From an optimization exercise on the open Yosys and OpenROAD flow, aimed at small area and a short achievable clock period; shortcuts taken in it are not production practice. The RTL was checked by simulation tests, not by an equivalence proof against the original design. No activity file was given, so power comes from the tool's default toggle rates.

**config.mk**
```make
export PLATFORM = sky130hd
export DESIGN_NAME = softplus8_pla
export DESIGN_NICKNAME = softplus8_pla
export VERILOG_FILES = /design/flow/design.v
export SDC_FILE = /design/flow/constraint.sdc
export NUM_CORES = 4
export LEC_CHECK = 0
export CAP_MARGIN = 20
export CORE_MARGIN = 2
export CORE_UTILIZATION = 70
export SETUP_SLACK_MARGIN = 3.1
export SLEW_MARGIN = 20
```
**constraint.sdc**
```tcl
create_clock -name core_clock -period 5.5 [get_ports {clk}]
set_input_delay 1.1000 -clock core_clock [delete_from_list [all_inputs] [get_ports {clk}]]
set_output_delay 1.1000 -clock core_clock [all_outputs]
set_load 0.01 [all_outputs]
```
**design.v**
```verilog
module softplus8_pla (
    input  wire clk,
    input  wire rst,
    input  wire signed [15:0] x,
    output wire [15:0] y
);
  wire neg0 = x[15];
  wire tz0 = ~|x[6:0];
  wire [3:0] am0 = x[10:7] ^ {4{neg0}};
  wire big0 = neg0 ? ~&x[14:11] : |x[14:11];
  wire pos0 = ~neg0;                                         
  wire ge9 = am0[3] & (am0[2] | am0[1] | am0[0]);
  wire seg70 = ~neg0 & (big0 | ge9);                         
  wire zero0 = neg0 & (big0 | (am0[3] & am0[2]) | (am0 == 4'd11 & tz0));   
  wire [2:0] jh0 = (big0 | ge9) ? 3'd0 :
                   {am0 <= 4'd2, am0 >= 4'd3 & am0 <= 4'd5, am0 >= 4'd6};    
  wire inc0 = tz0 & ~big0 & (neg0 ? (am0 == 4'd2 | am0 == 4'd5) : am0 == 4'd9);
  wire dec0 = tz0 & ~big0 & (neg0 ? am0 == 4'd8 : (am0 == 4'd3 | am0 == 4'd6));
  wire [7:0] u0 = pos0 ? 8'd128 - {1'b0, x[6:0]} : {1'b0, x[6:0]};
  wire [7:0] K0;
  assign K0[0] = (~am0[0] & am0[1]) | (~am0[2] & ~am0[3]) | (am0[1] & am0[3]) | (~am0[0] & ~am0[2]) | (am0[0] & ~am0[1] & am0[2]);
  assign K0[1] = (~am0[0] & ~am0[3]) | (am0[1] & ~am0[2]);
  assign K0[2] = (~am0[1] & ~am0[2]) | (am0[0] & ~am0[2] & ~am0[3]) | (am0[0] & ~am0[1]);
  assign K0[3] = (am0[0] & ~am0[1] & ~am0[3]) | (am0[2]);
  assign K0[4] = (am0[0] & ~am0[1] & ~am0[2] & ~am0[3]) | (~am0[0] & am0[1] & ~am0[2] & ~am0[3]) | (~am0[0] & ~am0[1] & am0[2]);
  assign K0[5] = (am0[1] & ~am0[2] & ~am0[3]);
  assign K0[6] = (am0[0] & ~am0[1] & ~am0[2] & ~am0[3]);
  assign K0[7] = (~am0[0] & ~am0[1] & ~am0[2] & ~am0[3]);
  wire nz0 = ~tz0 | x[7];
  reg [14:7] xh1;
  reg [7:0] u1;
  reg [7:0] K1;
  reg [2:0] jh1;
  reg pos1, seg71, zero1, nz1, ci1, dec1;
  wire [13:0] w = {6'd0, u1};
  wire [13:0] rA = jh1[2] ? w << 5 : jh1[1] ? w << 3 : jh1[0] ? w << 1 : seg71 ? {~xh1[14:8], 7'd0} : 14'd0;
  wire [13:0] rB = jh1[2] ? w << 3 : jh1[1] ? w << 2 : jh1[0] ? w : 14'd0;
  wire [13:0] rC = jh1[2] ? w << 1 : jh1[1] ? w : 14'd0;
  wire [13:0] s1 = rA ^ rB ^ rC;
  wire [13:0] c1 = ((rA & rB) | (rA & rC) | (rB & rC)) << 1;
  wire [7:0] lo = {1'b0, s1[6:0]} + {1'b0, c1[6:0]};
  wire usep = pos1 | seg71;
  wire [9:0] Pl = dec1 ? {{3{~(usep & xh1[7])}}, 7'h7f} :
                  usep ? {2'b0, xh1[7], ~u1[6:0] & {7{~u1[7]}}} : 10'd0;
  wire [9:0] Ke = zero1 ? 10'd0 : seg71 ? (nz1 ? -10'sd119 : -10'sd118) : {2'b0, K1};
  wire [9:0] PK = Pl + Ke + {9'd0, ci1};
  reg [6:0] ph2;
  reg [9:0] PK2;
  reg [6:0] S2, C2;
  reg c72;
  wire [9:0] sl = PK2 + {3'd0, S2} + {3'd0, C2} + {9'd0, c72};
  reg [7:0] fl3;
  reg [6:0] ph3;
  reg [1:0] d3;
  wire [6:0] fh = ph3 + {{5{d3[1]}}, d3};
  reg [14:0] f4;
  always @(posedge clk) begin
    xh1 <= x[14:7]; u1 <= u0; jh1 <= jh0; K1 <= K0;
    pos1 <= pos0; seg71 <= seg70; zero1 <= zero0; nz1 <= nz0; dec1 <= dec0;
    ci1 <= tz0 ? inc0 : pos0;
    ph2 <= usep ? xh1[14:8] : 7'd0; PK2 <= PK; S2 <= s1[13:7]; C2 <= c1[13:7]; c72 <= lo[7];
    fl3 <= sl[7:0]; ph3 <= ph2; d3 <= sl[9:8];
  end
  always @(posedge clk or posedge rst)
    if (rst) f4 <= 15'd0;
    else f4 <= {fh, fl3};
  assign y = {1'b0, f4};
endmodule
```
**flow/run.sh**
```bash
#!/bin/bash
set -o pipefail
cp standard.sh standard_copy.log
export BUFFER_PORTS_ARGS="-buffer_cell sky130_fd_sc_hd__buf_2"
export RECOVER_POWER=100
bash standard.sh > standard.log 2>&1
```
**standard.sh**
```bash
#!/bin/bash
# synth_recipe.tcl (not shown) runs the flow's synth.tcl, then flattens the netlist and writes it again
# the make line also repeats each setting of config.mk as NAME=value (left out here)
make -C /OpenROAD-flow-scripts/flow DESIGN_CONFIG=/design/flow/config.mk WORK_HOME=/design/flow/orfs CLKGATE_MAP_FILE= SYNTH_SCRIPT=/design/flow/synth_recipe.tcl "${@:-finish}"
```
==> results of run 1 <==
## layout make-up
class                   count  area share
flip-flops and latches     95       0.392
clock inverters             6      0.0134
inverters                  33      0.0253
clock buffers              10      0.0253
repair buffers             41      0.0367
well taps                  77      0.0191
multi-input cells         332       0.488
## critical path, stage by stage, from the launching register on
cell and delay, ns:
dfxtp_1 0.34, nor2_1 0.44, or2_0 0.41, o21bai_2 0.13
fa_1 0.45, clkbuf_1 0.13, a211oi_1 0.36, o211ai_1 0.17
and3_1 0.20, o22ai_1 0.14
## sequential cells by signal, indices dropped and copies added (netlist names), 2 cells and up
name and cells:
ph2 7, S2 7, ph3 7, C2 5, PK2 10, fl3 8, f4 15, d3 2
xh1 8, K1 8, u1 8, jh1 3
## logic make-up after synthesis
group	count (synthesis)	synth area share
simple gates	144	0.157
compound gates	107	0.152
flops	95	0.426
fa+ha+maj	50	0.161
buf+inv	50	0.0424
xor+xnor	25	0.0472
mux	5	0.0132
other cells	1	0.000809
## cells in the mapped netlist, types with 2 or more instances
cell type / count / area, um^2
dfxtp_1: 80 / 1600
nor2_1: 42 / 158
ha_1: 34 / 425
inv_1: 33 / 124
nand2_1: 30 / 113
a21oi_1: 19 / 95.1
o21ai_0: 18 / 90.1
fa_1: 16 / 320
nor2b_1: 16 / 100
dfrtp_1: 15 / 375
xnor2_1: 14 / 123
xor2_1: 11 / 96.3
clkbuf_1: 10 / 37.5
nor3_1: 10 / 50.1
nand2b_1: 9 / 56.3
a31oi_1: 8 / 50.1
o21bai_1: 8 / 60.1
a21o_1: 7 / 52.6
and2_1: 7 / 43.8
o21ai_1: 7 / 35.0
nand3_1: 6 / 30.0
o21a_1: 6 / 45.0
and3_1: 5 / 31.3
o22ai_1: 5 / 31.3
a211oi_1: 4 / 30.0
buf_2: 4 / 20.0
nand3b_1: 3 / 22.5
o2111ai_1: 3 / 26.3
o211ai_1: 3 / 22.5
or2_2: 3 / 18.8
a211o_1: 2 / 17.5
a221o_1: 2 / 20.0
a221oi_1: 2 / 17.5
a22o_1: 2 / 17.5
a22oi_1: 2 / 15.0
a41oi_1: 2 / 17.5
buf_1: 2 / 7.51
mux2_2: 2 / 22.5
nand4_1: 2 / 12.5
or2_1: 2 / 12.5
## repair_timing
| action | CTS | global route |
|---|---|---|
| setup endpoints to repair | 7 | 5 |
| resized for setup | 14 | 5 |
| buffers inserted | 6 | 3 |
| pin swaps | 3 | 5 |
## metal layers
layer / routed length, um / share of wire / GRT usage / vias up
met4: 267 / 0.031 / 0.104 / 0
met1: 3460 / 0.40 / 0.270 / 1598
met2: 4490 / 0.52 / 0.479 / 112
met3: 472 / 0.054 / 0.0506 / 28
met5: 0 / 0 / 0 / -
li1: - / - / - / 1706
## through the flow
step	std cells	area [um^2]	util	worst slack [ns]
after floorplan	477	4650	-	3.10
after global placement	569	4830	0.756	2.71
after detailed placement	569	4830	0.756	2.63
after CTS	591	5110	0.800	3.09
after global routing	594	5050	0.791	2.46
final	594	5050	0.791	2.64
## final timing paths
| path | start | endpoint | slack (ns) | cells after the start |
|---|---|---|---|---|
| max | seg71 | PK2[9] | 2.64 | 9 |
| min | fl3[0] | f4[0] | 0.33 | 0 |
| max reg2reg | seg71 | PK2[9] | 2.64 | 9 |
| min reg2reg | fl3[0] | f4[0] | 0.33 | 0 |
| max in group asynchronous | rst | f4[8] | 4.40 | 2 |
| min in group asynchronous | rst | f4[12] | 0.76 | 2 |
## power by group through the flow
stage               logic (W)  clock network, W  registers [W]
floorplan            0.000247                 0       0.000890
global placement     0.000365                 0       0.000871
detailed placement   0.000381                 0       0.000875
CTS                  0.000392          0.000455       0.000859
global route         0.000420          0.000479       0.000873
finish               0.000375          0.000448       0.000858
==> metrics.cfg, run 1 <==
[run_status]
status = complete, no violations

[synthesis]
yosysWarningCount = 1
async_flop_share = 0.158
yosysSeqAreaShare = 0.426
ys_seq_elements = 95
synth_cells = 477
synth.cell_area_um2 = 4640
syn_nets = 545
synth_ff_type = dfxtp_1
synth-edff-count = 0
synth.distinct_cells = 61
syn_area_per_cell_um2 = 9.72

[layout]
nNetsFinal = 580
layout-drive-gt1-share = 0.0812
area_delta_synth_final_pct = 8.88
diodes = 0
nFillCells = 450
layout_common_cells = dfxtp_1, nor2_1, ha_1, inv_1, nand2_1
final_common_cell = dfxtp_1
multi_input_area_um2 = 2460
regArea_um2 = 1980

[clocking]
clk_latency_ns = 0.36
path_clk_slew_ns = 0.09
cts_tree = done
numCtsBuffers = 9
h-tree-depth = 3
ctsHoldBuffers = 0
cts.sinks = 95
clockBufferDepth = 2
cts-root-buf = clkbuf_8

[place]
portBuffers = 32
dp_hpwl_um = 6490
place_congestion = 0.962

[pwr]
leakage_nw = 2.30
pwr-share-seq = 0.510
p_int_w = 0.00118
switching_share = 0.297
ir_drop_mv = 0.283
switchingPower_w = 0.000500
power_frac_comb = 0.223
clock_power_share = 0.267
total_power_w = 0.00168
powerDensity_nw_per_um2 = 333

[drt]
route.final.wire_length_um = 8690
ant_nets = 0
drt_iter0_drc = 164
drc = 0
first_pass_iters = 5
vias_per_cell = 5.80
wire_per_inst_um = 14.6
vias = 3444

[critical_path]
worstSetupPathType = flip-flop to flip-flop
cp-start-kind = flip-flop
cp.arrival_ns = 3.14
cp.required_ns = 5.78
end_kind = flip-flop
critPathMaxFanout = 8

[timing]
relSlewSlack = 0.210
finalCriticalPeriod_ns = 2.86
slew_violations = 0
finalHoldViolCount = 0
hold_slack_ns = 0.331
rsz0062_at_grt = true
fin_setup_tns_ns = 0
period_share = 0.520
fin_skew_ns = 0.00644
setup_viol = 0
maxClockFrequency_ghz = 0.350
worst_slew_pin_slew_ns = 1.19

[die]
row_count = 29
die_area_um2 = 7290
core_area_um2 = 6390
start_util = 0.726
pin_count = 34
dieHeight_um = 85.4
fp.dieW_um = 85.4

[global_route]
grt_pass1_wl_um = 14400
grt_antenna_before_repair = 0
grt_usage = 0.253
grt_max_degree = 32
grt_pass1_vias = 3320
overflow = 0

[worst_hold_path]
hp-class = flip-flop to flip-flop

[run]
cap_violations = 0

==> run 2, diff against run 1 <==
==> flow/run.sh (replaced) <==
#!/bin/bash
set -o pipefail
cp standard.sh standard_copy.log
export BUFFER_PORTS_ARGS="-buffer_cell sky130_fd_sc_hd__buf_2"
bash standard.sh > standard.log 2>&1
==> metrics.cfg, run 2 <==
[run_status]
status = complete, no violations

[timing]
finalCriticalPeriod_ns = 2.36  ; -0.497 ns
rsz0062_at_grt = true
relSlewSlack = 0.658  ; +0.448
fin_setup_tns_ns = 0  ; unchanged
finalHoldViolCount = 0  ; unchanged
worst_slew_pin_slew_ns = 0.512  ; -0.673 ns
setup_viol = 0  ; unchanged
maxClockFrequency_ghz = 0.423  ; +21%
hold_slack_ns = 0.331  ; +0.0000680 ns
fin_skew_ns = 0.00774  ; +0.00131 ns
period_share = 0.430  ; -0.0904
slew_violations = 0  ; unchanged

[critical_path]
r2r_slack_ns = 3.14  ; +0.50 ns
cp_common_cell = a21o_1
reg2reg_depth = 9  ; unchanged
cp-start-kind = flip-flop
r2r-end = c72
cp.required_ns = 5.76  ; -0.02 ns
cp_num_cells = 9  ; unchanged
end_kind = flip-flop
critPathMaxStageDelay_ns = 0.44  ; about the same
cp.arrival_ns = 2.62  ; -0.52 ns
path_cells = nor2b_4, a22o_1, mux2_4, fa_1, ha_1, a21o_1, a21o_1, a21o_1, a21o_1
slowest_stage = fa_1
crit_start = jh1[0]
cp_top_family = compound AO/OA/AOI/OAI gates
worstSetupPathType = flip-flop to flip-flop
crit_end = c72
critPathMaxFanout = 8  ; unchanged
worstReg2RegStart = jh1[0]
crit_buf_inv = 0  ; -1

[global_route]
grt_max_degree = 32  ; unchanged
grt_pass1_vias = 3320  ; unchanged
grt_pass1_wl_um = 14400  ; unchanged
overflow = 0  ; unchanged
grt_antenna_before_repair = 0  ; unchanged
grt_usage = 0.253  ; unchanged

[layout]
final_util = 0.805  ; +0.0139
largest_reg_flops = 15  ; unchanged
largestRegisters = f4: 15 flops, PK2: 10 flops
fin_area_um2 = 5140  ; +1.8%
diodes = 0  ; unchanged
layout_common_cells = dfxtp_1, nor2_1, ha_1, buf_2, inv_1
largest_register = f4
layout-drive-gt1-share = 0.159  ; +0.0774
final_common_cell = dfxtp_1
nFillCells = 413  ; -8.2%
nNetsFinal = 580  ; unchanged
area_delta_synth_final_pct = 10.8

[synthesis]
synth_ff_type = dfxtp_1
synth_commonest_cells = dfxtp_1, nor2_1, ha_1
syn_area_per_cell_um2 = 9.72  ; unchanged
syn_nets = 545  ; unchanged
yosysWarningCount = 1  ; unchanged
synth.area.top_cells = dfxtp_1, ha_1, dfrtp_1
synth.distinct_cells = 61  ; unchanged
async_flop_share = 0.158  ; unchanged
synth_top_area_frac = 0.345  ; unchanged
ys_seq_elements = 95  ; unchanged
synth.cell_area_um2 = 4640  ; unchanged
yosysSeqAreaShare = 0.426  ; unchanged
yosysMostFrequentCell = dfxtp_1
synth-edff-count = 0  ; unchanged
yosys.area.top_type = dfxtp_1
synth_cells = 477  ; unchanged

[worst_hold_path]
hp-class = flip-flop to flip-flop

[drt]
vias = 3433  ; -0.32%
wire_per_inst_um = 14.6  ; about the same
first_pass_iters = 5  ; unchanged
vias_per_cell = 5.78  ; -0.32%
drt_iter0_drc = 152  ; -7.3%
drc = 0  ; unchanged
ant_nets = 0  ; unchanged
route.final.wire_length_um = 8700  ; about the same

[clocking]
h-tree-depth = 3  ; unchanged
path_clk_slew_ns = 0.09  ; about the same
clockBufferDepth = 2  ; unchanged
numCtsBuffers = 9  ; unchanged
clk_latency_ns = 0.36  ; about the same
cts_tree = done
cts.sinks = 95  ; unchanged
cts-root-buf = clkbuf_8

[die]
start_util = 0.726  ; unchanged
fp.dieW_um = 85.4  ; unchanged
pin_count = 34  ; unchanged
dieHeight_um = 85.4  ; unchanged
die_area_um2 = 7290  ; unchanged
core_area_um2 = 6390  ; unchanged
row_count = 29  ; unchanged

[run]
cap_violations = 0  ; unchanged

[pwr]
powerDensity_nw_per_um2 = 331  ; -0.55%
leakage_nw = 2.40  ; +4.1%
ir_drop_mv = 0.288  ; +1.6%
total_power_w = 0.00170  ; +1.2%

[place]
postPlaceCellArea_um2 = 4830  ; unchanged
portBuffers = 32  ; unchanged
dp_hpwl_um = 6490  ; unchanged
place_congestion = 0.962  ; unchanged

[run 2: timing repair]
action                     in CTS  in global routing
gates resized for setup        14                  5
hold buffers                    0                  0
buffers inserted                6                  3
pin swaps                       3                  5
setup endpoints to repair       7                  5
[run 2: cell families (layout without fill, tap and decap cells)]
| kind of cell | count (synthesis) | count (layout) | synth area share |
|---|---|---|---|
| xor+xnor | 25 | 25 | 0.0472 |
| buf+inv | 50 | 90 | 0.0424 |
| flops | 95 | 95 | 0.426 |
| fa+ha+maj | 50 | 50 | 0.161 |
| other cells | 1 | 1 | 0.000809 |
| simple gates | 144 | 144 | 0.157 |
| compound gates | 107 | 107 | 0.152 |
| mux | 5 | 5 | 0.0132 |
[run 2: layout make-up]
cell class	count	area, um^2	share of cell area
clock buffers	10	128	0.0248
clock inverters	6	67.6	0.0131
inverters	33	128	0.0248
multi-input cells	332	2500	0.487
flip-flops and latches	95	1990	0.387
well taps	77	96.3	0.0187
repair buffers	41	225	0.0438
[run 2: worst min-delay path by stage]
stage	from	depth (start not counted)	slack, ns	endpoint
after floorplan	ph2[0]	0	0.31	ph3[0]
after global placement	ph2[5]	0	0.31	ph3[5]
after detailed placement	ph2[0]	0	0.31	ph3[0]
after CTS	fl3[0]	0	0.33	f4[0]
after global routing	fl3[0]	0	0.34	f4[0]
final	fl3[5]	0	0.33	f4[5]
[run 2: stage by stage]
step	worst slack, ns	std cells
5_1_grt	3.04	594
2_1_floorplan	3.10	477
6_report	3.14	594
3_3_place_gp	2.71	569
4_1_cts	3.09	591
3_5_place_dp	2.63	569
[run 2: metal layers]
layer | global-route usage | up-vias | part of all wire
met5 | 0 | - | 0
met4 | 0.104 | 0 | 0.028
met3 | 0.0506 | 25 | 0.056
met2 | 0.479 | 113 | 0.52
met1 | 0.270 | 1592 | 0.40
li1 | - | 1703 | -
[run 2: power by group]
part / switching (W) / internal [W] / total [W]
logic: 0.000219 / 0.000176 / 0.000395
registers: 0.0000467 / 0.000810 / 0.000857
clock network: 0.000237 / 0.000213 / 0.000450
[run 2: worst reg2reg max path: cells and delay by family, from the launching register on]
family / cells / cell delay, ns
AO/OA/AOI/OAI: 5 / 0.81
flip-flops: 1 / 0.32
multiplexers: 1 / 0.27
AND/OR/NAND/NOR: 1 / 0.15
adder cells (fa/ha/maj): 2 / 0.73
==> run 3, diff against run 2 <==
--- a/config.mk
+++ b/config.mk
@@ -9,4 +9,4 @@
 export CORE_MARGIN = 2
 export CORE_UTILIZATION = 70
-export SETUP_SLACK_MARGIN = 3.1
+export SETUP_SLACK_MARGIN = 3.2
 export SLEW_MARGIN = 20
==> metrics.cfg, run 3 <==
[timing]
rsz0062_at_grt = true
finalHoldViolCount = 0  ; unchanged
period_share = 0.423  ; -0.00705
slew_violations = 0  ; unchanged
finalCriticalPeriod_ns = 2.32  ; -0.0388 ns
setup_viol = 0  ; unchanged
maxClockFrequency_ghz = 0.430  ; +1.7%
fin_setup_tns_ns = 0  ; unchanged
relSlewSlack = 0.654  ; -0.00426
worst_slew_pin_slew_ns = 0.519  ; +0.00638 ns
fin_skew_ns = 0.0102  ; +0.00246 ns

[synthesis]
yosys.area.top_type = dfxtp_1
syn_area_per_cell_um2 = 9.72  ; unchanged
synth.cell_area_um2 = 4640  ; unchanged
yosysMostFrequentCell = dfxtp_1
synth_ff_type = dfxtp_1
synth_top_area_frac = 0.345  ; unchanged
synth-edff-count = 0  ; unchanged
ys_seq_elements = 95  ; unchanged
syn_nets = 545  ; unchanged
yosysSeqAreaShare = 0.426  ; unchanged
yosysWarningCount = 1  ; unchanged
synth_commonest_cells = dfxtp_1, nor2_1, ha_1
synth.distinct_cells = 61  ; unchanged
synth.area.top_cells = dfxtp_1, ha_1, dfrtp_1
async_flop_share = 0.158  ; unchanged
synth_cells = 477  ; unchanged

[clocking]
clk_latency_ns = 0.35  ; about the same
numCtsBuffers = 9  ; unchanged
cts.sinks = 95  ; unchanged
h-tree-depth = 3  ; unchanged
cts_tree = done
clockBufferDepth = 2  ; unchanged
path_clk_slew_ns = 0.09  ; about the same
cts-root-buf = clkbuf_8
ctsHoldBuffers = 0  ; unchanged

[place]
portBuffers = 32  ; unchanged
place_congestion = 0.899  ; -6.6%
dp_hpwl_um = 6530  ; +0.66%

[layout]
largest_register = f4
diodes = 0  ; unchanged
largestRegisters = f4: 15 flops, PK2: 10 flops
final_util = 0.813  ; +0.00803
final_common_cell = dfxtp_1
layout-drive-gt1-share = 0.179  ; +0.0202
area_delta_synth_final_pct = 11.9
largest_reg_flops = 15  ; unchanged
nFillCells = 418  ; +1.2%
nNetsFinal = 583  ; +0.52%
layout_common_cells = dfxtp_1, nor2_1, ha_1, inv_1, buf_2

[die]
fp.dieW_um = 85.4  ; unchanged
core_area_um2 = 6390  ; unchanged
pin_count = 34  ; unchanged
start_util = 0.726  ; unchanged
die_area_um2 = 7290  ; unchanged
row_count = 29  ; unchanged
dieHeight_um = 85.4  ; unchanged

[run_status]
status = complete, no violations

[global_route]
grt_pass1_wl_um = 14600  ; +1.0%
grt_usage = 0.254  ; +0.00190
grt_antenna_before_repair = 0  ; unchanged
grt_max_degree = 32  ; unchanged
grt_pass1_vias = 3303  ; -0.51%
overflow = 0  ; unchanged

[critical_path]
cp-start-kind = flip-flop
critPathMaxFanout = 6  ; -2
cp.arrival_ns = 2.58  ; -0.04 ns
cp.required_ns = 5.75  ; about the same
end_kind = flip-flop
worstSetupPathType = flip-flop to flip-flop

[drt]
ant_nets = 0  ; unchanged
dr_wl_met2_um = 4770  ; +5.1%
route.final.wire_length_um = 8850  ; +1.7%
drt_iter0_drc = 213  ; +40%
drc = 0  ; unchanged
highest_layer = met4
vias_per_cell = 5.76  ; -0.33%
vias = 3439  ; +0.17%
wl_met1_um = 3510  ; +2.1%
first_pass_iters = 5  ; unchanged
wl_met3_um = 438  ; -9.3%
wire_per_inst_um = 14.8  ; +1.2%

[worst_hold_path]
hp-class = flip-flop to flip-flop

[pwr]
switchingPower_w = 0.000502  ; -0.16%
clock_power_share = 0.236  ; -0.028
p_int_w = 0.00116  ; -3.5%
powerDensity_nw_per_um2 = 320  ; -3.5%
power_frac_comb = 0.247  ; +0.015
leakage_nw = 2.41  ; +0.49%
ir_drop_mv = 0.289  ; +0.36%
pwr-share-seq = 0.518  ; +0.015
switching_share = 0.303  ; +0.00719

[run]
cap_violations = 0  ; unchanged

-- run 3: changes by cell type in the layout (fill, tap and decap cells not counted), sizes merged --
cell and delta:
buf +2, clkbuf +2, clkinv +2, bufinv -1
clkinvlp -1, inv -1
-- run 3: logic make-up (layout without fill, tap and decap cells) --
logic type      count (synthesis)  count (layout)  synth area share
compound gates                107             107             0.152
xor+xnor                       25              25            0.0472
fa+ha+maj                      50              50             0.161
buf+inv                        50              93            0.0424
flops                          95              95             0.426
mux                             5               5            0.0132
other cells                     1               1          0.000809
simple gates                  144             144             0.157
-- run 3: power groups by stage --
| stage | clock network (W) | logic (W) | registers (W) |
|---|---|---|---|
| 3_5_place_dp | 0 | 0.000386 | 0.000876 |
| 2_1_floorplan | 0 | 0.000247 | 0.000890 |
| 3_3_place_gp | 0 | 0.000365 | 0.000872 |
| 6_report | 0.000391 | 0.000409 | 0.000859 |
| 5_1_grt | 0.000421 | 0.000456 | 0.000872 |
| 4_1_cts | 0.000397 | 0.000397 | 0.000859 |
-- run 3: area by class of cell --
type / count / area [um^2] / area share
repair buffers: 44 / 250 / 0.0482
well taps: 77 / 96.3 / 0.0186
flip-flops and latches: 95 / 1990 / 0.384
inverters: 33 / 128 / 0.0246
multi-input cells: 332 / 2560 / 0.493
clock buffers: 11 / 131 / 0.0253
clock inverters: 5 / 35.0 / 0.00675
-- run 3: per-stage QoR --
stage | total power, W | instance area (um^2) | setup WS (ns) | hold slack [ns] | instances
after floorplan | 0.00114 | 4650 | 3.10 | 0.310 | 477
after global placement | 0.00124 | 4830 | 2.70 | 0.310 | 569
after detailed placement | 0.00126 | 4830 | 2.62 | 0.313 | 569
after CTS | 0.00165 | 5130 | 3.18 | 0.331 | 595
after global routing | 0.00175 | 5190 | 3.11 | 0.334 | 597
final | 0.00166 | 5190 | 3.18 | 0.331 | 597
-- run 3: worst max-delay path, stage by stage, from the launching register on --
cell and delay (ns):
dfxtp_2 0.33, nor2b_4 0.14, a22o_1 0.19, mux2_4 0.26, fa_1 0.43, ha_1 0.28
a21o_1 0.16, a21o_1 0.15, a21o_1 0.15, a21o_1 0.15
-- run 3: routing by layer --
layer,up-vias,global-route usage
li1,1711,-
met1,1602,0.274
met2,114,0.491
met3,12,0.0428
met4,0,0.0938
met5,-,0
-- run 3: repair_timing --
| action | CTS | global route |
|---|---|---|
| setup endpoints to repair | 8 | 8 |
| cloned | 0 | 0 |
| resized for setup | 20 | 10 |
| endpoints found under the hold margin | 0 | 0 |
| pin swaps | 7 | 5 |
| buffers inserted | 10 | 2 |
-- run 3: final timing paths --
path / startpoint / slack, ns / endpoint / depth (start not counted)
worst max-delay path: jh1[0] / 3.18 / c72 / 9
worst min register to register: fl3[0] / 0.33 / f4[0] / 0
min in group asynchronous: rst / 0.77 / f4[4] / 2
worst min-delay path: fl3[0] / 0.33 / f4[0] / 0
max in group asynchronous: rst / 4.38 / f4[8] / 2
worst max register to register: jh1[0] / 3.18 / c72 / 9
==> run 4, diff against run 3 <==
--- a/config.mk
+++ b/config.mk
@@ -6,4 +6,5 @@
 export NUM_CORES = 4
 export LEC_CHECK = 0
+export ABC_AREA = 1
 export CAP_MARGIN = 20
 export CORE_MARGIN = 2
==> metrics.cfg, run 4 <==
[critical_path]
end_kind = flip-flop
worstSetupPathType = flip-flop to flip-flop
cp.required_ns = 5.74  ; about the same
reg2reg_depth = 11  ; +2
critPathMaxFanout = 7  ; +1
r2r_slack_ns = 3.27  ; +0.09 ns
worstReg2RegStart = jh1[1]
r2r-end = c72
cp.arrival_ns = 2.48  ; -0.10 ns
cp-start-kind = flip-flop

[synthesis]
synth_cells = 557  ; +17%
synth_top_area_frac = 0.342  ; -0.00286
yosysSeqAreaShare = 0.423  ; -0.00353
synth_ff_type = dfxtp_1
syn_nets = 625  ; +15%
yosysMostFrequentCell = nand2_1
ys_seq_elements = 95  ; unchanged
yosysWarningCount = 1  ; unchanged
synth_commonest_cells = nand2_1, inv_1, dfxtp_1
syn_area_per_cell_um2 = 8.40  ; -14%
synth.distinct_cells = 38  ; -38%
synth.area.top_cells = dfxtp_1, nand2_1, ha_1
async_flop_share = 0.158  ; unchanged
yosys.area.top_type = dfxtp_1
synth-edff-count = 0  ; unchanged
synth.cell_area_um2 = 4680  ; +0.84%

[layout]
layout-drive-gt1-share = 0.137  ; -0.0422
area_delta_synth_final_pct = 9.90
largest_reg_flops = 15  ; unchanged
largest_register = f4
diodes = 0  ; unchanged
final_common_cell = nand2_1
nFillCells = 432  ; +3.3%
layout_common_cells = nand2_1, inv_1, dfxtp_1, nor2_1, ha_1
largestRegisters = f4: 15 flops, PK2: 10 flops
nNetsFinal = 663  ; +14%

[global_route]
overflow = 0  ; unchanged
grt_usage = 0.249  ; -0.00540
grt_antenna_before_repair = 0  ; unchanged
grt_max_degree = 18  ; -44%
grt_pass1_vias = 3394  ; +2.8%
grt_pass1_wl_um = 14400  ; -1.6%

[clocking]
clockBufferDepth = 2  ; unchanged
numCtsBuffers = 9  ; unchanged
clk_latency_ns = 0.36  ; about the same
h-tree-depth = 3  ; unchanged
path_clk_slew_ns = 0.09  ; about the same
ctsHoldBuffers = 0  ; unchanged
cts_tree = done
cts.sinks = 95  ; unchanged
cts-root-buf = clkbuf_8

[timing]
rsz0062_at_grt = true
hold_slack_ns = 0.333  ; +0.00253 ns
setup_viol = 0  ; unchanged
finalHoldViolCount = 0  ; unchanged
period_share = 0.406  ; -0.0165
worst_slew_pin_slew_ns = 0.516  ; -0.00306 ns
fin_skew_ns = 0.00858  ; -0.00162 ns
maxClockFrequency_ghz = 0.448  ; +4.1%
fin_setup_tns_ns = 0  ; unchanged
slew_violations = 0  ; unchanged
finalCriticalPeriod_ns = 2.23  ; -0.0906 ns
relSlewSlack = 0.656  ; +0.00204

[die]
row_count = 29  ; unchanged
pin_count = 34  ; unchanged
fp.dieW_um = 85.7  ; +0.40%
die_area_um2 = 7350  ; +0.80%
core_area_um2 = 6420  ; +0.57%
start_util = 0.728  ; +0.00194
dieHeight_um = 85.7  ; +0.40%

[drt]
vias_per_cell = 5.41  ; -6.1%
drc = 0  ; unchanged
ant_nets = 0  ; unchanged
route.final.wire_length_um = 8930  ; +0.95%
drt_iter0_drc = 151  ; -29%
vias = 3661  ; +6.5%
first_pass_iters = 20  ; +15
wire_per_inst_um = 13.2  ; -11%

[pwr]
powerDensity_nw_per_um2 = 318  ; -0.54%
leakage_nw = 2.72  ; +13%
ir_drop_mv = 0.141  ; -51%

[worst_hold_path]
hold_path_end = f4[6]
hold_start = fl3[6]
hp-class = flip-flop to flip-flop
min_delay_path_depth = 0  ; unchanged

[place]
dp_hpwl_um = 6680  ; +2.3%
place_congestion = 0.904  ; +0.53%
portBuffers = 32  ; unchanged

[run]
cap_violations = 0  ; unchanged

[run_status]
status = complete, no violations

[run 4: changes by cell type in the layout (fill, tap and decap cells not counted), sizes merged, moves of 6 or more]
cell	previous run	this run
nor2b	16	0
a31oi	8	2
nand2b	9	0
nor2	42	61
nor3	10	4
buf	43	36
or2	6	0
inv	33	88
nand2	31	126
and2	7	0
a21oi	19	30
xnor2	14	7
nand3	6	15
[run 4: layout make-up]
cell class / instances / area [um^2] / share of cell area
Timing Repair Buffer: 36 / 190 / 0.0370
Sequential cell: 95 / 1980 / 0.386
Inverter: 87 / 330 / 0.0643
Clock inverter: 5 / 38.8 / 0.00755
Clock buffer: 11 / 141 / 0.0275
Multi-Input combinational cell: 366 / 2360 / 0.459
Tap cell: 77 / 96.3 / 0.0187
[run 4: worst max-delay path: stages, from the launching register on]
cell      delay [ns]
dfxtp_2         0.42
inv_2           0.09
nand2_1         0.13
inv_2           0.08
a21oi_1         0.23
nor2_1          0.09
fa_1            0.56
ha_1            0.24
nand2_1         0.09
inv_1           0.05
nand4_1         0.07
o211ai_1        0.09
[run 4: power breakdown]
part | internal, W | leakage (nW) | switching, W
Sequential | 0.000805 | 0.846 | 0.0000438
Clock | 0.000181 | 0.0907 | 0.000238
Combinational | 0.000148 | 1.79 | 0.000218
[run 4: metal layers]
| layer | GRT usage | wire length, um |
|---|---|---|
| met1 | 0.273 | 3550 |
| met3 | 0.0308 | 390 |
| met5 | 0 | 0 |
| met4 | 0.117 | 245 |
| met2 | 0.473 | 4740 |
[run 4: worst max path at each step]
stage | end | cells after the start | startpoint
after CTS | d3[0] | 9 | S2[0]
after global routing | c72 | 11 | jh1[1]
after global placement | PK2[8] | 9 | seg71
after detailed placement | PK2[8] | 9 | seg71
after floorplan | PK2[6] | 10 | seg71
final | c72 | 11 | jh1[1]
[run 4: metrics by stage]
stage	cell area (um^2)	total power, W	setup WS [ns]	instances	utilization
global placement	4880	0.00120	3.09	657	0.760
detailed placement	4880	0.00122	3.03	657	0.760
CTS	5090	0.00163	3.22	676	0.793
floorplan	4680	0.00111	3.21	557	-
global route	5140	0.00173	3.14	677	0.800
finish	5140	0.00163	3.27	677	0.800
[run 4: what timing repair did]
| action | CTS | global route |
|---|---|---|
| cloned | 0 | 0 |
| resized for setup | 5 | 12 |
| endpoints found under the setup margin | 7 | 8 |
| pin swaps | 0 | 1 |
| setup buffers | 3 | 1 |
[run 4: cells by family (layout without fill, tap and decap cells)]
| logic type | after synthesis | after routing | share of synthesized area |
|---|---|---|---|
| fa+ha+maj | 50 | 50 | 0.159 |
| flops | 95 | 95 | 0.423 |
| simple gates | 214 | 214 | 0.192 |
| xor+xnor | 23 | 23 | 0.0471 |
| compound gates | 78 | 78 | 0.0960 |
| buf+inv | 96 | 139 | 0.0816 |
| other cells | 1 | 1 | 0.000802 |
==> run 5, diff against run 4 <==
--- a/config.mk
+++ b/config.mk
@@ -6,8 +6,7 @@
 export NUM_CORES = 4
 export LEC_CHECK = 0
-export ABC_AREA = 1
 export CAP_MARGIN = 20
 export CORE_MARGIN = 2
-export CORE_UTILIZATION = 70
+export CORE_UTILIZATION = 75
 export SETUP_SLACK_MARGIN = 3.2
 export SLEW_MARGIN = 20
==> metrics.cfg, run 5 <==
[run_status]
status = complete, no violations

[critical_path]
cp-start-kind = flip-flop
critPathMaxStageDelay_ns = 0.45  ; -0.11 ns
cp.arrival_ns = 2.64  ; +0.16 ns
cp_top_family = compound AO/OA/AOI/OAI gates
end_kind = flip-flop
slowest_stage = fa_1
path_cells = nor2b_4, a22o_1, mux2_4, fa_1, ha_1, a21o_1, a21o_1, a21o_1, a21o_1
crit_buf_inv = 0  ; -3
r2r_slack_ns = 3.12  ; -0.14 ns
cp.required_ns = 5.76  ; +0.02 ns
critPathMaxFanout = 7  ; unchanged
worstSetupPathType = flip-flop to flip-flop
cp_common_cell = a21o_1

[synthesis]
async_flop_share = 0.158  ; unchanged
yosysSeqAreaShare = 0.426  ; +0.00353
yosys.area.top_type = dfxtp_1
syn_area_per_cell_um2 = 9.72  ; +16%
synth_commonest_cells = dfxtp_1, nor2_1, ha_1
ys_seq_elements = 95  ; unchanged
synth_cells = 477  ; -14%
synth.cell_area_um2 = 4640  ; -0.83%
synth-edff-count = 0  ; unchanged
synth.distinct_cells = 61  ; +61%
synth.area.top_cells = dfxtp_1, ha_1, dfrtp_1
synth_ff_type = dfxtp_1
yosysMostFrequentCell = dfxtp_1
syn_nets = 545  ; -13%
synth_top_area_frac = 0.345  ; +0.00286
yosysWarningCount = 1  ; unchanged

[timing]
rsz0062_at_grt = true
setup_viol = 0  ; unchanged
period_share = 0.432  ; +0.0260
slew_violations = 0  ; unchanged
finalHoldViolCount = 0  ; unchanged
maxClockFrequency_ghz = 0.421  ; -6.0%
fin_setup_tns_ns = 0  ; unchanged
relSlewSlack = 0.642  ; -0.0133
fin_skew_ns = 0.0127  ; +0.00409 ns
finalCriticalPeriod_ns = 2.38  ; +0.143 ns
worst_slew_pin_slew_ns = 0.536  ; +0.0200 ns

[place]
dp_hpwl_um = 6760  ; +1.2%
place_congestion = 0.929  ; +2.8%
dp_cells = 567  ; -14%
portBuffers = 32  ; unchanged

[clocking]
clk_latency_ns = 0.36  ; about the same
path_clk_slew_ns = 0.10  ; about the same
numCtsBuffers = 9  ; unchanged
h-tree-depth = 3  ; unchanged
cts_tree = done
clockBufferDepth = 2  ; unchanged
ctsHoldBuffers = 0  ; unchanged
cts-root-buf = clkbuf_8
cts.sinks = 95  ; unchanged

[drt]
drt_iter0_drc = 186  ; +23%
vias_per_cell = 5.96  ; +10%
route.final.wire_length_um = 9340  ; +4.6%
wire_per_inst_um = 15.6  ; +18%
ant_nets = 0  ; unchanged
vias = 3566  ; -2.6%
first_pass_iters = 7  ; -65%
drc = 0  ; unchanged

[pwr]
powerDensity_nw_per_um2 = 328  ; +3.3%
total_power_w = 0.00171  ; +4.5%
ir_drop_mv = 0.286  ; +100%
leakage_nw = 2.43  ; -11%

[die]
die_area_um2 = 6830  ; -7.1%
pin_count = 34  ; unchanged
core_area_um2 = 5960  ; -7.3%
row_count = 28  ; -3.4%
dieHeight_um = 82.6  ; -3.6%
start_util = 0.779  ; +0.0506
fp.dieW_um = 82.6  ; -3.6%

[layout]
layout_common_cells = dfxtp_1, nor2_1, ha_1, inv_1, buf_2
nNetsFinal = 586  ; -12%
final_common_cell = dfxtp_1
stdcell_count = 598  ; -12%
largest_register = f4
layout-drive-gt1-share = 0.182  ; +0.0450
final_util = 0.874  ; +0.0732
nFillCells = 308  ; -29%
largestRegisters = f4: 15 flops, PK2: 10 flops
largest_reg_flops = 15  ; unchanged
area_delta_synth_final_pct = 12.2
diodes = 0  ; unchanged

[global_route]
grt_max_degree = 32  ; +14
grt_pass1_wl_um = 14700  ; +2.3%
grt_usage = 0.286  ; +0.0372
grt_antenna_before_repair = 0  ; unchanged
overflow = 0  ; unchanged
grt_pass1_vias = 3339  ; -1.6%

[worst_hold_path]
hp-class = flip-flop to flip-flop

[run]
cap_violations = 0  ; unchanged

-- run 5: cell count changes in the layout (fill, tap and decap cells not counted), moves of 6 or more --
cell,delta
a21oi_1,-11
nor2b_1,+13
nand2b_1,+9
nand3_1,-9
xnor2_1,+8
nand2_2,-9
buf_4,+10
and2_1,+7
inv_2,-6
nor3_1,+7
nand2_1,-85
nor2_1,-17
inv_1,-47
-- run 5: final timing paths --
kind	start	to	cells after the start
setup / recovery	jh1[0]	c72	9
hold / removal	fl3[4]	f4[4]	0
setup reg to reg	jh1[0]	c72	9
hold reg to reg	fl3[4]	f4[4]	0
max in group asynchronous	rst	f4[2]	2
min in group asynchronous	rst	f4[0]	2
-- run 5: cell type report --
type / instances / area [um^2] / area share
Timing Repair Buffer: 47 / 273 / 0.0524
Inverter: 33 / 128 / 0.0245
Tap cell: 75 / 93.8 / 0.0180
Clock inverter: 7 / 65.1 / 0.0125
Clock buffer: 9 / 124 / 0.0238
Multi-Input combinational cell: 332 / 2530 / 0.486
Sequential cell: 95 / 1990 / 0.383
-- run 5: cell families (layout without fill, tap and decap cells) --
| logic type | after synthesis | count (layout) | synth area share |
|---|---|---|---|
| compound gates | 107 | 107 | 0.152 |
| xor+xnor | 25 | 25 | 0.0472 |
| fa+ha+maj | 50 | 50 | 0.161 |
| buf+inv | 50 | 96 | 0.0424 |
| flops | 95 | 95 | 0.426 |
| mux | 5 | 5 | 0.0132 |
| other cells | 1 | 1 | 0.000809 |
| simple gates | 144 | 144 | 0.157 |
-- run 5: metal layers --
layer	global-route usage	vias to the layer above	routed length, um
li1	-	1719	-
met1	0.321	1641	3650
met2	0.520	161	4710
met3	0.0435	45	556
met4	0.151	0	431
met5	0	-	0
-- run 5: power breakdown --
part | leakage [nW] | internal, W | switching (W)
registers | 0.847 | 0.000811 | 0.0000535
logic | 1.49 | 0.000186 | 0.000234
clock network | 0.0934 | 0.000173 | 0.000251
-- run 5: through the flow --
step,setup slack (ns),hold slack [ns],instance area (um^2)
finish,3.12,0.333,5200
CTS,3.11,0.334,5130
global placement,2.71,0.311,4830
global route,3.06,0.336,5200
detailed placement,2.60,0.312,4830
floorplan,3.10,0.310,4650
-- run 5: timing repair --
| action | CTS | global route |
|---|---|---|
| resized for setup | 17 | 9 |
| endpoints found under the setup margin | 8 | 10 |
| buffers inserted | 9 | 6 |
| pin swaps | 6 | 6 |
==> run 6, diff against run 5 <==
--- a/config.mk
+++ b/config.mk
@@ -8,5 +8,5 @@
 export CAP_MARGIN = 20
 export CORE_MARGIN = 2
-export CORE_UTILIZATION = 75
+export CORE_UTILIZATION = 60
 export SETUP_SLACK_MARGIN = 3.2
 export SLEW_MARGIN = 20
==> metrics.cfg, run 6 <==
[critical_path]
reg2reg_depth = 9  ; unchanged
critPathMaxStageDelay_ns = 0.44  ; about the same
worstReg2RegStart = jh1[0]
path_cells = nor2b_4, a22o_1, mux2_4, fa_1, ha_1, a21o_1, a21o_1, a21o_1, a21o_1
cp_top_family = compound AO/OA/AOI/OAI gates
crit_buf_inv = 0  ; unchanged
cp.arrival_ns = 2.59  ; -0.05 ns
crit_start = jh1[0]
r2r_slack_ns = 3.16  ; +0.04 ns
cp.required_ns = 5.76  ; about the same
worstSetupPathType = flip-flop to flip-flop
crit_end = c72
slowest_stage = fa_1
cp-start-kind = flip-flop
critPathMaxFanout = 8  ; +1
r2r-end = c72
cp_num_cells = 9  ; unchanged
cp_common_cell = a21o_1
end_kind = flip-flop

[timing]
maxClockFrequency_ghz = 0.428  ; +1.7%
slew_violations = 0  ; unchanged
period_share = 0.425  ; -0.00714
setup_slack_ns = 3.16  ; +0.0393 ns
rsz0062_at_grt = true
worst_slew_pin_slew_ns = 0.546  ; +0.0100 ns
fin_setup_tns_ns = 0  ; unchanged
finalCriticalPeriod_ns = 2.34  ; -0.0393 ns
setup_viol = 0  ; unchanged
finalHoldViolCount = 0  ; unchanged
fin_skew_ns = 0.00816  ; -0.00451 ns
relSlewSlack = 0.636  ; -0.00668

[drt]
vias_per_cell = 5.44  ; -8.7%
ant_nets = 0  ; unchanged
drt_iter0_drc = 105  ; -44%
drc = 0  ; unchanged
vias = 3391  ; -4.9%
first_pass_iters = 4  ; -3
wire_per_inst_um = 13.4  ; -14%
route.final.wire_length_um = 8380  ; -10%

[place]
place_congestion = 0.947  ; +1.9%
dp_cells = 594  ; +4.8%
portBuffers = 32  ; unchanged
postPlaceCellArea_um2 = 4860  ; +0.70%
dp_hpwl_um = 6340  ; -6.2%
dp_slack_ns = 2.62  ; +0.0238 ns

[clocking]
cts-root-buf = clkbuf_8
path_clk_slew_ns = 0.09  ; about the same
numCtsBuffers = 9  ; unchanged
cts_tree = done
clockBufferDepth = 2  ; unchanged
cts.sinks = 95  ; unchanged
h-tree-depth = 3  ; unchanged
clk_latency_ns = 0.35  ; about the same

[synthesis]
synth_ff_type = dfxtp_1
yosysMostFrequentCell = dfxtp_1
syn_nets = 545  ; unchanged
synth.cell_area_um2 = 4640  ; unchanged
synth_cells = 477  ; unchanged
synth.distinct_cells = 61  ; unchanged
yosysWarningCount = 1  ; unchanged
yosysSeqAreaShare = 0.426  ; unchanged
synth-edff-count = 0  ; unchanged
syn_area_per_cell_um2 = 9.72  ; unchanged
yosys.area.top_type = dfxtp_1
synth.area.top_cells = dfxtp_1, ha_1, dfrtp_1
synth_top_area_frac = 0.345  ; unchanged
synth_commonest_cells = dfxtp_1, nor2_1, ha_1
async_flop_share = 0.158  ; unchanged
ys_seq_elements = 95  ; unchanged

[layout]
final_common_cell = dfxtp_1
multi_input_area_um2 = 2520  ; about the same
layout-drive-gt1-share = 0.175  ; -0.00698
largest_reg_flops = 15  ; unchanged
nNetsFinal = 584  ; -0.34%
nFillCells = 619  ; +100%
layout_common_cells = dfxtp_1, nor2_1, ha_1, inv_1, buf_2
area_delta_synth_final_pct = 13.0
largest_register = f4
regArea_um2 = 1990  ; about the same
fin_area_um2 = 5240  ; +0.72%
stdcell_count = 623  ; +4.2%
final_util = 0.689  ; -0.185
largestRegisters = f4: 15 flops, PK2: 10 flops
diodes = 0  ; unchanged

[global_route]
grt_pass1_vias = 3180  ; -4.8%
grt_max_degree = 32  ; unchanged
grt_pass1_wl_um = 14300  ; -2.3%
grt_antenna_before_repair = 0  ; unchanged
grt_usage = 0.214  ; -0.0723
overflow = 0  ; unchanged

[pwr]
powerDensity_nw_per_um2 = 328  ; -0.22%
ir_drop_mv = 0.156  ; -45%
leakage_nw = 2.43  ; about the same

[die]
dieHeight_um = 91.9  ; +11%
start_util = 0.610  ; -0.169
row_count = 32  ; +14%
core_area_um2 = 7610  ; +28%
fp.dieW_um = 91.9  ; +11%
pin_count = 34  ; unchanged
die_area_um2 = 8450  ; +24%

[worst_hold_path]
hp-class = flip-flop to flip-flop

[run]
cap_violations = 0  ; unchanged

[run_status]
status = complete, no violations

[run 6: layout make-up]
class	count	area share
multi-input combinational	332	0.482
sequential	95	0.380
timing repair buffer	45	0.0492
clock buffer	10	0.0263
inverter	33	0.0244
tap	102	0.0244
clock inverter	6	0.0141
[run 6: cell families after synthesis]
| kind of cell | Yosys count | share of synthesized area |
|---|---|---|
| and+or+nand+nor | 144 | 0.157 |
| AOI/OAI and AO/OA | 107 | 0.152 |
| DFF | 95 | 0.426 |
| adders and majority gates | 50 | 0.161 |
| buffers and inverters | 50 | 0.0424 |
| xor gates and xnor gates | 25 | 0.0472 |
| muxes | 5 | 0.0132 |
| other | 1 | 0.000809 |
[run 6: how the worst min path moves through the flow]
stage	depth (start not counted)	slack (ns)	start	to
2_1_floorplan	0	0.31	ph2[0]	ph3[0]
3_3_place_gp	0	0.31	ph2[5]	ph3[5]
3_5_place_dp	0	0.31	ph2[2]	ph3[2]
4_1_cts	0	0.33	fl3[2]	f4[2]
5_1_grt	0	0.34	fl3[2]	f4[2]
6_report	0	0.33	fl3[2]	f4[2]
[run 6: power breakdown]
part	internal [W]	total [W]	leakage (nW)	switching (W)
Clock	0.000229	0.000472	0.108	0.000243
Combinational	0.000178	0.000389	1.48	0.000211
Sequential	0.000810	0.000855	0.847	0.0000455
Total	0.00122	0.00172	2.43	0.000500
[run 6: stage by stage]
stage	power [W]	hold WS (ns)
detailed placement	0.00125	0.312
global placement	0.00124	0.311
floorplan	0.00114	0.310
finish	0.00172	0.331
CTS	0.00173	0.333
global route	0.00183	0.337
[run 6: metal layers]
metal  vias to the layer above  GRT usage  part of all wire
met1                      1575      0.258              0.44
li1                       1715          -                 -
met5                         -          0                 0
met3                        13     0.0485             0.037
met2                        88      0.382              0.51
met4                         0     0.0622             0.014
[run 6: what timing repair did]
action,in CTS,in global routing
buffers inserted,9,4
endpoints found under the setup margin,7,8
pin swaps,4,5
resized for setup,15,8
hold buffers,0,0
[run 6: worst register-to-register path, delay by kind of cell, from the launching register on]
kind,cells,cell delay (ns)
AO/OA/AOI/OAI,5,0.78
adder cells (fa/ha/maj),2,0.72
flip-flops,1,0.33
multiplexers,1,0.26
AND/OR/NAND/NOR,1,0.14
==> run 7, diff against run 6 <==
--- a/config.mk
+++ b/config.mk
@@ -8,5 +8,7 @@
 export CAP_MARGIN = 20
 export CORE_MARGIN = 2
-export CORE_UTILIZATION = 60
+export CORE_UTILIZATION = 70
+export CTS_BUF_LIST = sky130_fd_sc_hd__clkbuf_4 sky130_fd_sc_hd__clkbuf_8
+export CTS_CLUSTER_SIZE = 12
 export SETUP_SLACK_MARGIN = 3.2
 export SLEW_MARGIN = 20
==> metrics.cfg, run 7 <==
[die]
dieHeight_um = 85.4  ; -7.1%
core_area_um2 = 6390  ; -16%
row_count = 29  ; -9.4%
fp.dieW_um = 85.4  ; -7.1%
die_area_um2 = 7290  ; -14%
pin_count = 34  ; unchanged
start_util = 0.726  ; +0.117

[global_route]
grt_max_degree = 32  ; unchanged
overflow = 0  ; unchanged
grt_usage = 0.255  ; +0.0407
grt_antenna_before_repair = 0  ; unchanged
grt_pass1_wl_um = 14600  ; +1.8%
grt_pass1_vias = 3305  ; +3.9%

[clocking]
path_clk_slew_ns = 0.09  ; about the same
cts.sinks = 95  ; unchanged
clk_latency_ns = 0.35  ; about the same
cts_tree = done
ctsHoldBuffers = 0  ; unchanged
clockBufferDepth = 2  ; unchanged
cts-root-buf = clkbuf_8
h-tree-depth = 3  ; unchanged
numCtsBuffers = 9  ; unchanged

[drt]
ant_nets = 0  ; unchanged
vias_per_cell = 5.74  ; +5.5%
drt_iter0_drc = 182  ; +73%
vias = 3427  ; +1.1%
route.final.wire_length_um = 8930  ; +6.5%
first_pass_iters = 5  ; +1
wire_per_inst_um = 15.0  ; +11%
drc = 0  ; unchanged

[timing]
setup_viol = 0  ; unchanged
maxClockFrequency_ghz = 0.430  ; +0.54%
setup_slack_ns = 3.18  ; +0.0127 ns
rsz0062_at_grt = true
finalCriticalPeriod_ns = 2.32  ; -0.0127 ns
fin_setup_tns_ns = 0  ; unchanged
relSlewSlack = 0.655  ; +0.0188
hold_slack_ns = 0.331  ; -0.000321 ns
period_share = 0.423  ; -0.00230
worst_slew_pin_slew_ns = 0.518  ; -0.0282 ns
slew_violations = 0  ; unchanged
finalHoldViolCount = 0  ; unchanged
fin_skew_ns = 0.0115  ; +0.00333 ns

[critical_path]
cp.required_ns = 5.75  ; about the same
cp.arrival_ns = 2.58  ; about the same
worstSetupPathType = flip-flop to flip-flop
critPathMaxFanout = 6  ; -2
cp-start-kind = flip-flop
r2r_slack_ns = 3.18  ; about the same
end_kind = flip-flop

[place]
dp_hpwl_um = 6530  ; +2.9%
place_congestion = 0.899  ; -5.0%
dp_slack_ns = 2.62  ; -0.000240 ns
portBuffers = 32  ; unchanged

[synthesis]
synth.cell_area_um2 = 4640  ; unchanged
syn_nets = 545  ; unchanged
async_flop_share = 0.158  ; unchanged
synth_cells = 477  ; unchanged
synth.distinct_cells = 61  ; unchanged
yosysMostFrequentCell = dfxtp_1
synth-edff-count = 0  ; unchanged
synth_commonest_cells = dfxtp_1, nor2_1, ha_1
yosys.area.top_type = dfxtp_1
ys_seq_elements = 95  ; unchanged
synth_top_area_frac = 0.345  ; unchanged
synth.area.top_cells = dfxtp_1, ha_1, dfrtp_1
yosysWarningCount = 1  ; unchanged
synth_ff_type = dfxtp_1
syn_area_per_cell_um2 = 9.72  ; unchanged
yosysSeqAreaShare = 0.426  ; unchanged

[layout]
area_delta_synth_final_pct = 12.1
layout_common_cells = dfxtp_1, nor2_1, ha_1, inv_1, buf_2
diodes = 0  ; unchanged
nNetsFinal = 583  ; -0.17%
nFillCells = 419  ; -32%
largest_reg_flops = 15  ; unchanged
final_common_cell = dfxtp_1
largest_register = f4
layout-drive-gt1-share = 0.183  ; +0.00803
largestRegisters = f4: 15 flops, PK2: 10 flops

[pwr]
powerDensity_nw_per_um2 = 322  ; -1.8%
ir_drop_mv = 0.289  ; +85%
leakage_nw = 2.42  ; -0.66%

[run_status]
status = complete, no violations

[run]
cap_violations = 0  ; unchanged

[worst_hold_path]
hp-class = flip-flop to flip-flop

## run 7: kinds of logic (layout without fill, tap and decap cells)
family,after synthesis,in the layout,share of synthesized area
other cells,1,1,0.000809
flops,95,95,0.426
buf+inv,50,93,0.0424
xor+xnor,25,25,0.0472
mux,5,5,0.0132
simple gates,144,144,0.157
compound gates,107,107,0.152
fa+ha+maj,50,50,0.161
## run 7: final timing paths
check,start,end,depth (start not counted)
max in group asynchronous,rst,f4[8],2
worst min-delay path,fl3[0],f4[0],0
min in group asynchronous,rst,f4[4],2
worst min register to register,fl3[0],f4[0],0
worst max-delay path,u1[1],c72,8
worst max register to register,u1[1],c72,8
## run 7: repair_timing
item                                    4_1_cts  5_1_grt
hold endpoints to repair                      0        0
resized for setup                            20       10
endpoints found under the setup margin        8        8
buffers inserted                             10        2
pin swaps                                     7        5
## run 7: final cells by class
type | instances | area (um^2) | share of cell area
well taps | 77 | 96.3 | 0.0185
repair buffers | 44 | 250 | 0.0481
inverters | 33 | 128 | 0.0246
clock buffers | 11 | 139 | 0.0267
multi-input cells | 332 | 2560 | 0.492
flip-flops and latches | 95 | 1990 | 0.383
clock inverters | 5 | 35.0 | 0.00674
## run 7: worst max-delay path, stage by stage (launching register included)
cell and delay, ns:
dfxtp_1 0.39, a22o_1 0.27, mux2_4 0.26, fa_1 0.43, ha_1 0.28, a21o_1 0.16, a21o_1 0.15, a21o_1 0.15
a21o_1 0.15
## run 7: layer usage
metal	global-route usage	vias up	wire, um
met4	0.0938	0	161
met1	0.275	1587	3680
met2	0.491	108	4710
li1	-	1714	-
met3	0.0428	18	373
met5	0	-	0
## run 7: metrics by stage
| step | total power [W] | cells | instance area, um^2 | util |
|---|---|---|---|---|
| 4_1_cts | 0.00166 | 595 | 5140 | 0.805 |
| 2_1_floorplan | 0.00114 | 477 | 4650 | - |
| 3_3_place_gp | 0.00124 | 569 | 4830 | 0.756 |
| 5_1_grt | 0.00176 | 597 | 5200 | 0.814 |
| 3_5_place_dp | 0.00126 | 569 | 4830 | 0.756 |
| 6_report | 0.00167 | 597 | 5200 | 0.814 |
## run 7: power by group
group | switching, W | total (W) | leakage, nW | internal [W]
Sequential | 0.0000486 | 0.000859 | 0.847 | 0.000810
Clock | 0.000228 | 0.000403 | 0.0905 | 0.000175
Combinational | 0.000229 | 0.000410 | 1.48 | 0.000181
==> run 8, diff against run 7 <==
==> config.mk (replaced) <==
export PLATFORM = sky130hd
export DESIGN_NAME = softplus8_pla
export DESIGN_NICKNAME = softplus8_pla
export VERILOG_FILES = /design/flow/design.v
export SDC_FILE = /design/flow/constraint.sdc
export NUM_CORES = 4
export LEC_CHECK = 0
export ABC_AREA = 1
export CAP_MARGIN = 20
export CORE_MARGIN = 2
export CORE_UTILIZATION = 70
export SETUP_SLACK_MARGIN = 3.5
export SLEW_MARGIN = 20
==> metrics.cfg, run 8 <==
[synthesis]
synth_cells = 557  ; +17%
synth_adder_area_share = 0.159  ; -0.00133
synth_xor_area_frac = 0.0471  ; -0.000124
synth.distinct_cells = 38  ; -38%
synth_commonest_cells = nand2_1, inv_1, dfxtp_1
synth-edff-count = 0  ; unchanged
synth.area.top_cells = dfxtp_1, nand2_1, ha_1
ys_seq_elements = 95  ; unchanged
yosysWarningCount = 1  ; unchanged
muxShareOfSynthArea = 0  ; -0.0132
synthSimpleGateAreaFrac = 0.192  ; +0.0351
syn_nets = 625  ; +15%
syn_area_per_cell_um2 = 8.40  ; -14%
synth.cell_area_um2 = 4680  ; +0.84%
synth-compound-area-share = 0.0960  ; -0.0561
yosysSeqAreaShare = 0.423  ; -0.00353
synth_ff_type = dfxtp_1
yosys.area.top_type = dfxtp_1
async_flop_share = 0.158  ; unchanged
yosysMostFrequentCell = nand2_1
synth_top_family_by_area = simple AND/OR/NAND/NOR gates
synth_top_area_frac = 0.342  ; -0.00286

[layout]
largestRegisters = f4: 15 flops, PK2: 10 flops
stdcell_count = 695  ; +16%
regArea_um2 = 1990  ; about the same
layout-drive-gt1-share = 0.209  ; +0.0260
multi_input_area_um2 = 2470  ; -3.2%
nNetsFinal = 681  ; +17%
largest_register = f4
fin_area_um2 = 5470  ; +5.2%
largest_reg_flops = 15  ; unchanged
layout_common_cells = nand2_1, inv_1, dfxtp_1, nor2_1, buf_2
nFillCells = 370  ; -12%
final_common_cell = nand2_1
diodes = 0  ; unchanged
area_delta_synth_final_pct = 17.0

[timing]
fin_skew_ns = 0.0102  ; -0.00125 ns
slew_violations = 0  ; unchanged
relSlewSlack = 0.656  ; +0.00163
setup_viol = 0  ; unchanged
finalCriticalPeriod_ns = 2.23  ; -0.0987 ns
finalHoldViolCount = 0  ; unchanged
rsz0062_at_grt = true
fin_setup_tns_ns = 0  ; unchanged
worst_slew_pin_slew_ns = 0.515  ; -0.00244 ns
period_share = 0.405  ; -0.0179
setup_slack_ns = 3.27  ; +0.0987 ns
maxClockFrequency_ghz = 0.449  ; +4.4%

[die]
die_area_um2 = 7350  ; +0.80%
fp.dieW_um = 85.7  ; +0.40%
start_util = 0.728  ; +0.00194
dieHeight_um = 85.7  ; +0.40%
core_area_um2 = 6420  ; +0.57%
row_count = 29  ; unchanged
pin_count = 34  ; unchanged

[drt]
drt_iter0_drc = 233  ; +28%
wire_per_inst_um = 15.5  ; +3.5%
route.final.wire_length_um = 10800  ; +20%
ant_nets = 0  ; unchanged
first_pass_iters = 19  ; +14
vias_per_cell = 5.65  ; -1.6%
drc = 0  ; unchanged
vias = 3926  ; +15%

[clocking]
clockBufferDepth = 2  ; unchanged
cts-root-buf = clkbuf_8
h-tree-depth = 3  ; unchanged
ctsHoldBuffers = 0  ; unchanged
numCtsBuffers = 9  ; unchanged
cts.sinks = 95  ; unchanged
cts_tree = done
clk_latency_ns = 0.37  ; +0.02 ns
path_clk_slew_ns = 0.10  ; about the same

[place]
portBuffers = 32  ; unchanged
dp_hpwl_um = 7030  ; +7.7%
dp_cells = 657  ; +15%
dp_slack_ns = 3.03  ; +0.405 ns
place_congestion = 0.903  ; +0.49%
postPlaceCellArea_um2 = 4910  ; +1.6%

[critical_path]
cp-start-kind = flip-flop
reg2reg_depth = 8  ; unchanged
worstReg2RegStart = jh1[2]
critPathMaxFanout = 10  ; +4
end_kind = flip-flop
cp.arrival_ns = 2.47  ; -0.11 ns
slowest_stage = fa_1
critPathMaxStageDelay_ns = 0.44  ; about the same
r2r-end = c72
path_cells = buf_4, nor2_1, a32oi_2, inv_1, fa_1, ha_1, a21oi_1, o211ai_1
worstSetupPathType = flip-flop to flip-flop
crit_buf_inv = 2  ; +2
cp_top_family = adder cells
r2r_slack_ns = 3.27  ; +0.10 ns
cp.required_ns = 5.74  ; about the same

[pwr]
ir_drop_mv = 0.147  ; -49%
leakage_nw = 2.85  ; +18%
powerDensity_nw_per_um2 = 326  ; +1.4%

[run]
cap_violations = 0  ; unchanged

[global_route]
grt_antenna_before_repair = 0  ; unchanged
grt_pass1_wl_um = 15900  ; +9.2%
grt_usage = 0.276  ; +0.0211
grt_max_degree = 18  ; -44%
overflow = 0  ; unchanged
grt_pass1_vias = 3669  ; +11%

[worst_hold_path]
hold_path_end = f4[2]
min_delay_path_depth = 0  ; unchanged
hp-class = flip-flop to flip-flop
hold_start = fl3[2]

[run_status]
status = complete, no violations

run 8: worst max-delay path by stage:
stage / from / end / slack [ns] / depth (start not counted)
CTS: u1[2] / c72 / 3.33 / 10
global placement: jh1[2] / c72 / 3.07 / 12
floorplan: seg71 / PK2[6] / 3.51 / 10
global route: jh1[2] / c72 / 3.20 / 8
detailed placement: jh1[2] / c72 / 3.03 / 12
finish: jh1[2] / c72 / 3.27 / 8
run 8: stage by stage:
stage          utilization  hold WS [ns]  power, W
2_1_floorplan            -         0.310   0.00111
3_3_place_gp         0.764         0.310   0.00121
3_5_place_dp         0.764         0.312   0.00123
4_1_cts              0.818         0.333   0.00171
5_1_grt              0.852         0.338   0.00186
6_report             0.852         0.332   0.00178
run 8: cells by family (layout without fill, tap and decap cells):
| kind of cell | Yosys count | after routing |
|---|---|---|
| and+or+nand+nor | 214 | 214 |
| AOI/OAI and AO/OA | 78 | 78 |
| buffers and inverters | 96 | 157 |
| xor gates and xnor gates | 23 | 23 |
| DFF | 95 | 95 |
| adders and majority gates | 50 | 50 |
| other | 1 | 1 |
run 8: power by group:
| part | internal (W) | leakage [nW] | switching [W] |
|---|---|---|---|
| clock | 0.000239 | 0.110 | 0.000250 |
| combinational | 0.000189 | 1.89 | 0.000255 |
| sequential | 0.000805 | 0.848 | 0.0000462 |
run 8: routing by layer:
metal,part of all wire,vias to the layer above,GRT usage
met5,0,-,0
met4,0.044,0,0.140
li1,-,1872,-
met1,0.40,1820,0.305
met2,0.50,193,0.502
met3,0.056,41,0.0520
run 8: timing repair:
item                                    CTS  global route
endpoints found under the setup margin   16            20
buffers inserted                         12            10
pin swaps                                 6            12
endpoints found under the hold margin     0             0
gates resized for setup                  19            32
run 8: cell type report:
type / count / share of cell area
multi-input cells: 366 / 0.452
clock buffers: 11 / 0.0277
repair buffers: 54 / 0.0643
inverters: 87 / 0.0618
well taps: 77 / 0.0176
clock inverters: 5 / 0.0119
flip-flops and latches: 95 / 0.364
run 8: worst register-to-register path: stages (launching register included):
cell and delay, ns:
dfxtp_4 0.37, buf_4 0.18, nor2_1 0.10, a32oi_2 0.22
inv_1 0.12, fa_1 0.44, ha_1 0.32, a21oi_1 0.22
o211ai_1 0.13

==> afterwards: timing with drivers on the ports <==
Ports are ideal in the flow. The routed layouts listed here were re-timed in OpenROAD. Step 1, drivers: a clkbuf_16 drives clk and a buf_2 each remaining input, both assumed. Step 2 adds t to the input delays and takes it off the output delays; t is the mean of the earliest and latest rising clock arrival at the registers after step 1. Input paths then give back, and output paths get back, about the clock's delay inside the block. a / b / c = ideal ports / drivers / drivers and shift; a / b = the first two.
| run | t (ns) | setup slack, ns | hold slack, ns | worst slew at a driven data input, ns |
|---|---|---|---|---|
| run 1 | 0.384 | 2.639 / 2.639 / 2.395 | 0.331 / 0.331 / 0.331 | 0.03 |
| run 2 | 0.385 | 3.137 / 3.137 / 2.862 | 0.331 / 0.331 / 0.331 | 0.03 |
| run 3 | 0.378 | 3.175 / 3.175 / 2.887 | 0.331 / 0.331 / 0.331 | 0.03 |
| run 4 | 0.380 | 3.266 / 3.266 / 3.056 | 0.333 / 0.333 / 0.333 | 0.03 |
| run 5 | 0.387 | 3.123 / 3.123 / 2.881 | 0.333 / 0.333 / 0.333 | 0.03 |
| run 6 | 0.377 | 3.162 / 3.162 / 2.899 | 0.331 / 0.331 / 0.331 | 0.03 |
| run 7 | 0.379 | 3.175 / 3.175 / 2.895 | 0.331 / 0.331 / 0.331 | 0.03 |
| run 8 | 0.399 | 3.274 / 3.274 / 3.220 | 0.332 / 0.332 / 0.332 | 0.04 |
After both steps every run listed still meets setup and hold. For run 3, which loses most, drivers alone change the setup slack by 0.000 ns; drivers and shift together by -0.288 ns.
